This design comes from an exercise in tuning for small area and a short achievable clock period on the open sky130 flow, not from production work.
Where RTL was checked, it was by simulation tests only, not by an equivalence proof against the original.
No driver is modelled on the clock port, so clocking that relies on it looks cheaper here than on a real chip.

Setup of lane 3:
## tpu
module tpu(
    o, d, w, clk, rst
);
    parameter arraySize = 8;
    output wire [24*arraySize-1:0] o;
    input  wire [8*arraySize-1:0] d;
    input  wire [8*arraySize-1:0] w;
    input   clk, rst;
    reg [2:0] age;
    always @(posedge clk, posedge rst)
        if (rst) age <= 3'd0;
        else if (age != 3'd7) age <= age + 3'd1;
    wire wvalid = (age == 3'd7);
    reg signed [10:0] p [1:8];
    integer k;
    always @(posedge clk, posedge rst)
        if (rst) begin
            for (k = 1; k <= 8; k = k + 1) p[k] <= 11'sd0;
        end else begin
            p[1] <= {{3{d[7]}}, d[7:0]};
            for (k = 2; k <= 8; k = k + 1)
                p[k] <= p[k-1] + {{3{d[8*k-1]}}, d[8*k-1 -: 8]};
        end
    reg signed [10:0] x [2:8];
    always @(posedge clk) begin
        x[2] <= p[8];
        for (k = 3; k <= 8; k = k + 1) x[k] <= x[k-1];
    end
    genvar i;
    generate
        for (i = 1; i <= arraySize; i = i + 1) begin : COL
            reg [7:0] wd [1:7];
            integer s;
            always @(posedge clk) begin
                wd[1] <= w[8*i-1 -: 8];
  ...
==> flow/config.mk <==
export PLATFORM = sky130hd
export DESIGN_NAME = tpu
export DESIGN_NICKNAME = tpu
export VERILOG_FILES = /design/flow/design.v
export SDC_FILE = /design/flow/constraint.sdc
export NUM_CORES = 4
export LEC_CHECK = 0
export CAP_MARGIN = 20
export CORE_MARGIN = 2
export CORE_UTILIZATION = 40
export PLACE_DENSITY = 0.55
export SLEW_MARGIN = 20
==> flow/constraint.sdc <==
create_clock -name core_clock -period 6.0 [get_ports {clk}]
set_input_delay 1.2000 -clock core_clock [delete_from_list [all_inputs] [get_ports {clk}]]
set_output_delay 1.2000 -clock core_clock [all_outputs]
set_load 0.01 [all_outputs]
run.sh (not shown) runs the stock make flow with config.mk's settings and CLKGATE_MAP_FILE= SYNTH_SCRIPT=/design/flow/synth_recipe.tcl, a recipe that flattens the netlist after the stock synthesis.
Modified inputs, lane 4 compared to lane 3
Settings: SETUP_SLACK_MARGIN newly set to 2.5.
Results
Post-CTS setup buffer count in lane 4 vs lane 3: up 215
Lane 3 → lane 4: wire length of the first global-routing pass now larger.
Going from lane 3 to lane 4, the largest net degree at the start of global routing was found to have gone up by 11.
For lane 4, the worst setup path startpoint was COL[4].w8[0]$_DFF_PP0_, unlike lane 3, where it was COL[4].w8[2]$_DFF_PP0_.
Comparing lane 4 and lane 3, the higher routed wire length is on lane 4.
No run of this note included a check of the RTL's function; only the layout flow was run.

---

Another version of the RTL of tpu (not shown whole).
Size: roughly 860 flip-flops.
Settings: LEC_CHECK=0, ABC_AREA=1, CAP_MARGIN=20, CORE_MARGIN=2, CORE_UTILIZATION=60, CTS_BUF_LIST=sky130_fd_sc_hd__clkbuf_4 sky130_fd_sc_hd__clkbuf_8, CTS_CLUSTER_DIAMETER=60, CTS_CLUSTER_SIZE=18, PLACE_DENSITY=0.7, SLEW_MARGIN=20, SYNTH_HIERARCHICAL=1, SYNTH_MINIMUM_KEEP_SIZE=0; clock period 6.0 ns.
standard.sh (not shown) runs the stock make flow with config.mk's settings and CLKGATE_MAP_FILE= SYNTH_SCRIPT=/design/flow/synth_recipe.tcl, a recipe that flattens the netlist after the stock synthesis.
==> flow/flow/run.sh <==
#!/bin/bash
# The standard layout, with the port buffers made of the smallest buffer cell
# instead of the delay buffer buffer_ports picks by default.
set -euo pipefail
bash standard.sh BUFFER_PORTS_ARGS="-buffer_cell sky130_fd_sc_hd__buf_1" finish > standard_flow.log 2>&1
The baseline produced a clean layout.
Edit:
==> flow/run.sh (new file) <==
#!/bin/bash
# synth_recipe.tcl (not shown) runs the flow's synth.tcl, then flattens the netlist and writes it again
# the make line also repeats each setting of config.mk as NAME=value (left out here)
make -C /OpenROAD-flow-scripts/flow DESIGN_CONFIG=/design/flow/config.mk WORK_HOME=/design/flow/orfs CLKGATE_MAP_FILE= SYNTH_SCRIPT=/design/flow/synth_recipe.tcl finish
Settings changed: CORE_UTILIZATION 60 to 40, CTS_BUF_LIST sky130_fd_sc_hd__clkbuf_4 sky130_fd_sc_hd__clkbuf_8 to unset, CTS_CLUSTER_DIAMETER 60 to unset, CTS_CLUSTER_SIZE 18 to unset, PLACE_DENSITY 0.7 to 0.55.
removed: flow/flow/run.sh
removed: flow/standard.sh
After rerunning:
- The new run finished with timing, DRC and antenna clean
- utilization is lower by 18 points
- die area is higher by 49%
- synthesized cell count does not change
- register-to-register slack is about the same
Edit:
Settings changed: SETUP_SLACK_MARGIN set to 3.3.
What happened:
- The changed run completed with no timing, DRC or antenna violations
- routed wire length went up by 9.6%
- cell count went up by 4.1%
- design area went up by 13%
- first-iteration DRC count went down by 6.7%
- non-clock buffer count went up by 256
- clock skew went up by 0.017 ns
- setup slack gets better by 0.31 ns
- core utilization went up by 6.4 points
- sequential share of layout area went down by 4.1 points
Edit:
==> flow/flow/run.sh (new file) <==
#!/bin/bash
# The standard layout, with the port buffers made of the smallest buffer cell
# instead of the delay buffer buffer_ports picks by default.
set -euo pipefail
bash standard.sh BUFFER_PORTS_ARGS="-buffer_cell sky130_fd_sc_hd__buf_1" finish > standard_flow.log 2>&1
==> flow/standard.sh (new file) <==
#!/bin/bash
# synth_recipe.tcl (not shown) runs the flow's synth.tcl, then flattens the netlist and writes it again
# the make line also repeats each setting of config.mk as NAME=value (left out here)
make -C /OpenROAD-flow-scripts/flow DESIGN_CONFIG=/design/flow/config.mk WORK_HOME=/design/flow/orfs CLKGATE_MAP_FILE= SYNTH_SCRIPT=/design/flow/synth_recipe.tcl "${@:-finish}"
Settings changed: CORE_UTILIZATION 40 to 60, CTS_BUF_LIST set to sky130_fd_sc_hd__clkbuf_4 sky130_fd_sc_hd__clkbuf_8, CTS_CLUSTER_DIAMETER set to 60, CTS_CLUSTER_SIZE set to 18, PLACE_DENSITY 0.55 to 0.7, SETUP_SLACK_MARGIN 3.3 to 2.45.
removed: flow/run.sh
The new run went through all stages and came out clean.
Final area decreases by about a fifth.
Via count went down by a few percent.
First-iteration DRC count is higher by about a fifth.
Fmax is lower by a few percent.
Non-clock buffer count fell by 191.
Routed wire length fell by about a fifth.
Die area is lower by a quarter to a third.
Worst setup slack got worse by 0.074 ns.
Edit:
Settings changed: CORE_UTILIZATION 60 to 40, CTS_BUF_LIST sky130_fd_sc_hd__clkbuf_4 sky130_fd_sc_hd__clkbuf_8 to unset, CTS_CLUSTER_DIAMETER 60 to unset, CTS_CLUSTER_SIZE 18 to unset, PLACE_DENSITY 0.7 to 0.55, SETUP_SLACK_MARGIN 2.45 to unset.
Effect:
- The new run completed with no timing, DRC or antenna violations
- die area rose by 49%
- core utilization falls by 22 points
- cell area grows by 1.8%
- sequential share of layout area falls by 0.83 points
- flip-flop and latch count is unchanged
- worst setup slack is worse by 0.28 ns
- wire length is higher by 6.7%
- hold slack gets worse by 0.012 ns

---

Setup of run 2:
tpu, a different RTL version from the one above (not shown whole).
For scale: roughly 4500 cells after synthesis, about 860 flip-flops, roughly 320 I/O pins, ~43000 sq um of cells after synthesis.
// tpu
module tpu(
    o, d, w, clk, rst
);
    parameter arraySize = 8;
    output wire [24*arraySize-1:0] o;
    input  wire [8*arraySize-1:0] d;
    input  wire [8*arraySize-1:0] w;
    input   clk, rst;
    reg [2:0] age;
    always @(posedge clk, posedge rst)
        if (rst) age <= 3'd0;
        else if (age != 3'd7) age <= age + 3'd1;
    wire wvalid = (age == 3'd7);
    wire signed [7:0] d1 = d[7:0],   d2 = d[15:8],  d3 = d[23:16], d4 = d[31:24];
    wire signed [7:0] d5 = d[39:32], d6 = d[47:40], d7 = d[55:48], d8 = d[63:56];
    reg signed [7:0]  p1;
    reg signed [8:0]  p2;
    reg signed [9:0]  p3, p4;
    reg signed [10:0] p5, p6, p7, p8;
    always @(posedge clk, posedge rst)
        if (rst) begin
            p1 <= 8'sd0;  p2 <= 9'sd0;  p3 <= 10'sd0; p4 <= 10'sd0;
            p5 <= 11'sd0; p6 <= 11'sd0; p7 <= 11'sd0; p8 <= 11'sd0;
        end else begin
            p1 <= d1;
            p2 <= p1 + d2;
            p3 <= p2 + d3;
            p4 <= p3 + d4;
            p5 <= p4 + d5;
            p6 <= p5 + d6;
            p7 <= p6 + d7;
            p8 <= p7 + d8;
        end
    integer k;
    reg signed [10:0] x [2:8];
    always @(posedge clk) begin
        x[2] <= p8;
        for (k = 3; k <= 8; k = k + 1) x[k] <= x[k-1];
    end
    genvar i;
    generate
        for (i = 1; i <= arraySize; i = i + 1) begin : COL
            reg [7:0] wd [1:7];
            integer s;
            always @(posedge clk) begin
                wd[1] <= w[8*i-1 -: 8];
  ...
==> flow/config.mk <==
export PLATFORM = sky130hd
export DESIGN_NAME = tpu
export DESIGN_NICKNAME = tpu
export VERILOG_FILES = /design/flow/design.v
export SDC_FILE = /design/flow/constraint.sdc
export NUM_CORES = 4
export LEC_CHECK = 0
export ABC_AREA = 1
export CAP_MARGIN = 20
export CORE_MARGIN = 2
export CORE_UTILIZATION = 60
export CTS_BUF_LIST = sky130_fd_sc_hd__clkbuf_4 sky130_fd_sc_hd__clkbuf_8
export CTS_CLUSTER_DIAMETER = 60
export CTS_CLUSTER_SIZE = 18
export PLACE_DENSITY = 0.7
export SLEW_MARGIN = 20
export SYNTH_HIERARCHICAL = 1
export SYNTH_MINIMUM_KEEP_SIZE = 0
==> flow/constraint.sdc <==
create_clock -name core_clock -period 6.0 [get_ports {clk}]
set_input_delay 1.2000 -clock core_clock [delete_from_list [all_inputs] [get_ports {clk}]]
set_output_delay 1.2000 -clock core_clock [all_outputs]
set_load 0.01 [all_outputs]
==> flow/flow/run.sh <==
#!/bin/bash
# The standard layout with two changes:
#  - the port buffers are the smallest buffer cell instead of the delay buffer
#    buffer_ports picks by default;
#  - after clock tree synthesis, the clock of the output registers is delayed a
#    little (flow/skew.tcl): they end the multiplier paths, the longest
#    register-to-register paths, and start only the paths to the outputs, which
#    have time to spare.
set -euo pipefail
PORTBUF='BUFFER_PORTS_ARGS=-buffer_cell sky130_fd_sc_hd__buf_1'
bash standard.sh "$PORTBUF" cts > 1_standard_to_cts.log 2>&1
R=$(pwd)/orfs/results/$FLOW_PLATFORM/tpu/base
IN_ODB=$R/4_cts.odb OUT_ODB=$R/4_cts_skew.odb SDC=$R/4_cts.sdc \
  DLY_CELL=sky130_fd_sc_hd__clkdlybuf4s15_1 BUF_CELL=sky130_fd_sc_hd__clkbuf_8 CHUNK=6 \
  openroad -no_init -exit flow/skew.tcl > 2_skew.log 2>&1
cp $R/4_cts_skew.odb $R/4_cts.odb
bash standard.sh "$PORTBUF" SETUP_SLACK_MARGIN=3.2 finish > 3_standard_finish.log 2>&1
Other scripts of this flow, unchanged in this note and not shown: flow/flow/skew.tcl
Run 2: all stages complete, timing, DRC and antenna checks passed
Relative to run 2, the following input files were edited for run 1:
diff --git a/flow/flow/run.sh b/flow/flow/run.sh
--- a/flow/flow/run.sh
+++ b/flow/flow/run.sh
@@ -1,4 +1,4 @@
 #!/bin/bash
-# The standard layout with two changes:
+# The standard layout with three changes:
 #  - the port buffers are the smallest buffer cell instead of the delay buffer
 #    buffer_ports picks by default;
@@ -6,5 +6,8 @@
 #    little (flow/skew.tcl): they end the multiplier paths, the longest
 #    register-to-register paths, and start only the paths to the outputs, which
-#    have time to spare.
+#    have time to spare;
+#  - the steps after clock tree synthesis repair setup timing to a margin
+#    (SETUP_SLACK_MARGIN), so that resizing works on the paths the delayed
+#    clock leaves critical.
 set -euo pipefail
 PORTBUF='BUFFER_PORTS_ARGS=-buffer_cell sky130_fd_sc_hd__buf_1'
@@ -15,3 +18,3 @@
   openroad -no_init -exit flow/skew.tcl > 2_skew.log 2>&1
 cp $R/4_cts_skew.odb $R/4_cts.odb
-bash standard.sh "$PORTBUF" SETUP_SLACK_MARGIN=3.2 finish > 3_standard_finish.log 2>&1
+bash standard.sh "$PORTBUF" SETUP_SLACK_MARGIN=3.0 finish > 3_standard_finish.log 2>&1
## What came out
Run 2 finished all stages; the layout is clean.
Run 1 closes out successfully: all stages finished, all timing, DRC and antenna checks passed.
Going from run 2 to run 1, highest clock frequency the design can meet increased by 2.7 MHz relative to the old numbers; sequential fraction of total cell area now sits higher; post-route cell area went down about 7%; xor/xnor cell area share of the yosys netlist has remained practically unchanged.
Compared with run 2, in run 1 final period demand of the worst path went down; number of cells traversed by the worst hold path lower; critical path depth was more or less identical; first-iteration DRC count up 5.2%; met3 layer wire length in the routed design went down 3.2%.

---

== the reference run ==
tpu with an RTL version that a note above also has.
Size in the first run: ~4600 cells after synthesis, ~860 flip-flops, roughly 320 I/O pins, about 0.044 sq mm of cells after synthesis.
Settings: LEC_CHECK=0, ABC_AREA=1, CAP_MARGIN=20, CORE_MARGIN=2, CORE_UTILIZATION=60, CTS_BUF_LIST=sky130_fd_sc_hd__clkbuf_4 sky130_fd_sc_hd__clkbuf_8, CTS_CLUSTER_DIAMETER=60, CTS_CLUSTER_SIZE=18, PLACE_DENSITY=0.7, SLEW_MARGIN=20, SYNTH_HIERARCHICAL=1, SYNTH_MINIMUM_KEEP_SIZE=0; clock period 6.0 ns.
==> flow/flow/run.sh <==
#!/bin/bash
# The standard layout with two changes:
#  - the port buffers are the smallest buffer cell instead of the delay buffer
#    buffer_ports picks by default;
#  - after clock tree synthesis, the clock of the output registers is delayed a
#    little (flow/skew.tcl): they end the multiplier paths, the longest
#    register-to-register paths, and start only the paths to the outputs, which
#    have time to spare.
set -euo pipefail
PORTBUF='BUFFER_PORTS_ARGS=-buffer_cell sky130_fd_sc_hd__buf_1'
bash standard.sh "$PORTBUF" cts > 1_standard_to_cts.log 2>&1
R=$(pwd)/orfs/results/$FLOW_PLATFORM/tpu/base
IN_ODB=$R/4_cts.odb OUT_ODB=$R/4_cts_skew.odb SDC=$R/4_cts.sdc \
  DLY_CELL=sky130_fd_sc_hd__clkdlybuf4s15_1 BUF_CELL=sky130_fd_sc_hd__clkbuf_8 CHUNK=6 \
  openroad -no_init -exit flow/skew.tcl > 2_skew.log 2>&1
cp $R/4_cts_skew.odb $R/4_cts.odb
bash standard.sh "$PORTBUF" finish > 3_standard_finish.log 2>&1
Other scripts of this flow, unchanged in this note and not shown: flow/flow/skew.tcl
The reference run ran to completion and came out clean on the timing, design-rule and antenna checks.
Setup changes, the reference run to the trial run
--- a/flow/flow/run.sh
+++ b/flow/flow/run.sh
@@ -16,2 +16,2 @@
 cp $R/4_cts_skew.odb $R/4_cts.odb
-bash standard.sh "$PORTBUF" finish > 3_standard_finish.log 2>&1
+bash standard.sh "$PORTBUF" SETUP_SLACK_MARGIN=3.0 finish > 3_standard_finish.log 2>&1
### Flow results
- The reference run has completed all stages; timing, DRC and antenna checks passed.
- The trial run finished end to end and its layout was clean on timing, DRC and antenna.
- Diff the reference run..the trial run | hold violation total from the final report | unchanged
- Fmax up 1.4% in the trial run wrt the reference run
- Compared to the reference run, the trial run has minimum clock period 43 ps lower.
- The run with more routed wire is the trial run, not the reference run.

---

Setup of alpha:
tpu again, from the RTL that the note above started with.
==> flow/config.mk <==
export PLATFORM = sky130hd
export DESIGN_NAME = tpu
export DESIGN_NICKNAME = tpu
export VERILOG_FILES = /design/flow/design.v
export SDC_FILE = /design/flow/constraint.sdc
export NUM_CORES = 4
export LEC_CHECK = 0
export ABC_AREA = 1
export CAP_MARGIN = 20
export CORE_MARGIN = 2
export CORE_UTILIZATION = 60
export CTS_BUF_LIST = sky130_fd_sc_hd__clkbuf_4 sky130_fd_sc_hd__clkbuf_8
export CTS_CLUSTER_DIAMETER = 60
export CTS_CLUSTER_SIZE = 20
export PLACE_DENSITY = 0.7
export SLEW_MARGIN = 20
export SYNTH_HIERARCHICAL = 1
export SYNTH_MINIMUM_KEEP_SIZE = 0
==> flow/constraint.sdc <==
create_clock -name core_clock -period 6.0 [get_ports {clk}]
set_input_delay 1.2000 -clock core_clock [delete_from_list [all_inputs] [get_ports {clk}]]
set_output_delay 1.2000 -clock core_clock [all_outputs]
set_load 0.01 [all_outputs]
run.sh (not shown) runs the stock make flow with config.mk's settings and CLKGATE_MAP_FILE= SYNTH_SCRIPT=/design/flow/synth_recipe.tcl, a recipe that flattens the netlist after the stock synthesis.
Stock flow here: none of the scripts above is used.
Edits applied to the flow inputs when going from alpha to beta:
- a change of CORE_UTILIZATION from 60 to 40
- a change of PLACE_DENSITY from 0.7 to 0.55
- a deleted CTS_CLUSTER_SIZE that had been 20
- an added SETUP_SLACK_MARGIN of 2.8
- a deleted CTS_CLUSTER_DIAMETER that had been 60
- a deleted CTS_BUF_LIST that had been sky130_fd_sc_hd__clkbuf_4 sky130_fd_sc_hd__clkbuf_8
- alpha | stages: all done | timing, DRC, antenna: all pass
- beta: flow completed, timing, DRC and antenna clean
- Die area (alpha / beta): 0.67
- Between beta and alpha, the net total in the final layout is higher for beta.
- Compared with alpha, beta shows a chip width that is 22% higher.
- Setup WNS alpha -> beta: better
- Re final-report hold violation count: no difference whatsoever between alpha and beta.
- Between beta and alpha, layout overhead on the synthesized area is lower for alpha, beta comes in above that.
- Comparing alpha against beta, there is no change at all in sequential cell count.
- Against alpha, non-clock buffer count in beta rose by more than half.
[inputs] gamma vs beta
- changing CORE_UTILIZATION from 40 to 60
- setting CTS_BUF_LIST to sky130_fd_sc_hd__clkbuf_4 sky130_fd_sc_hd__clkbuf_8 for the first time
- removing SETUP_SLACK_MARGIN (formerly 2.8)
- changing PLACE_DENSITY from 0.55 to 0.7
==> comparison <==
Of beta and gamma, the lower top fanout value on the critical path belongs to beta. Compared with beta, gamma shows a higher final-layout clock buffer total. beta -> gamma: number of nets in the finished design decreased by a few percent. Against beta as the reference, gamma delivers a lower hold slack. From beta to gamma the numbers moved as follows: wire length dropped 11%, remaining design rule violation count flat, global-route wire length before repair lower, via count fell 823.

-- port drivers added, routing unchanged --
How much do the figures lean on ideal ports? The routed layouts below were timed once more, with nothing changed but the port constraints. Step 1 assumes that a clkbuf_16 drives the clock port and a buf_2 every other input. Step 2, shift: input delay + t, output delay - t, t = (earliest + latest rising clock arrival at the registers) / 2. This alone moves slack from input paths to output paths. a / b / c = ideal / step 1 / step 2; a / b = the first two.
run | shift t [ns] | slack for setup (ns) | worst setup path at the end | latest minus earliest clock arrival (ns)
lane 3 | 0.732 | 1.176 / 1.176 / 1.176 | register to register | 0.022 / 0.022
lane 4 | 0.709 | 1.611 / 1.611 / 1.611 | register to register | 0.044 / 0.044
the first run of note 2 | 0.746 | 2.340 / 2.340 / 2.340 | register to register | 0.033 / 0.033
the second run of note 2 | 0.729 | 2.338 / 2.338 / 2.338 | register to register | 0.025 / 0.024
the third run of note 2 | 0.746 | 2.647 / 2.647 / 2.647 | register to register | 0.048 / 0.049
the fourth run of note 2 | 0.746 | 2.573 / 2.573 / 2.573 | register to register | 0.035 / 0.035
the fifth run of note 2 | 0.730 | 2.290 / 2.290 / 2.290 | register to register | 0.027 / 0.027
run 2 | 1.048 | 2.865 / 2.802 / 2.688 | input, reset recovery | 0.718 / 0.717
run 1 | 1.036 | 2.891 / 2.827 / 2.710 | input, reset recovery | 0.691 / 0.691
the reference run | 1.031 | 2.855 / 2.785 / 2.864 | register to register | 0.630 / 0.630
the trial run | 1.036 | 2.898 / 2.829 / 3.078 | register to register | 0.644 / 0.643
alpha | 0.741 | 2.319 / 2.319 / 2.319 | register to register | 0.045 / 0.044
beta | 0.732 | 2.695 / 2.695 / 2.695 | register to register | 0.026 / 0.026
gamma | 0.849 | 2.312 / 2.312 / 2.312 | register to register | 0.044 / 0.045
In run 2, run 1, the reference run and the trial run the clock reaches the registers at very different times; t lies between them, and the last value is a rough guide only. For run 1, which loses most, drivers alone change the setup slack by -0.064 ns; drivers and shift together by -0.181 ns. Setup slack includes reset recovery checks.
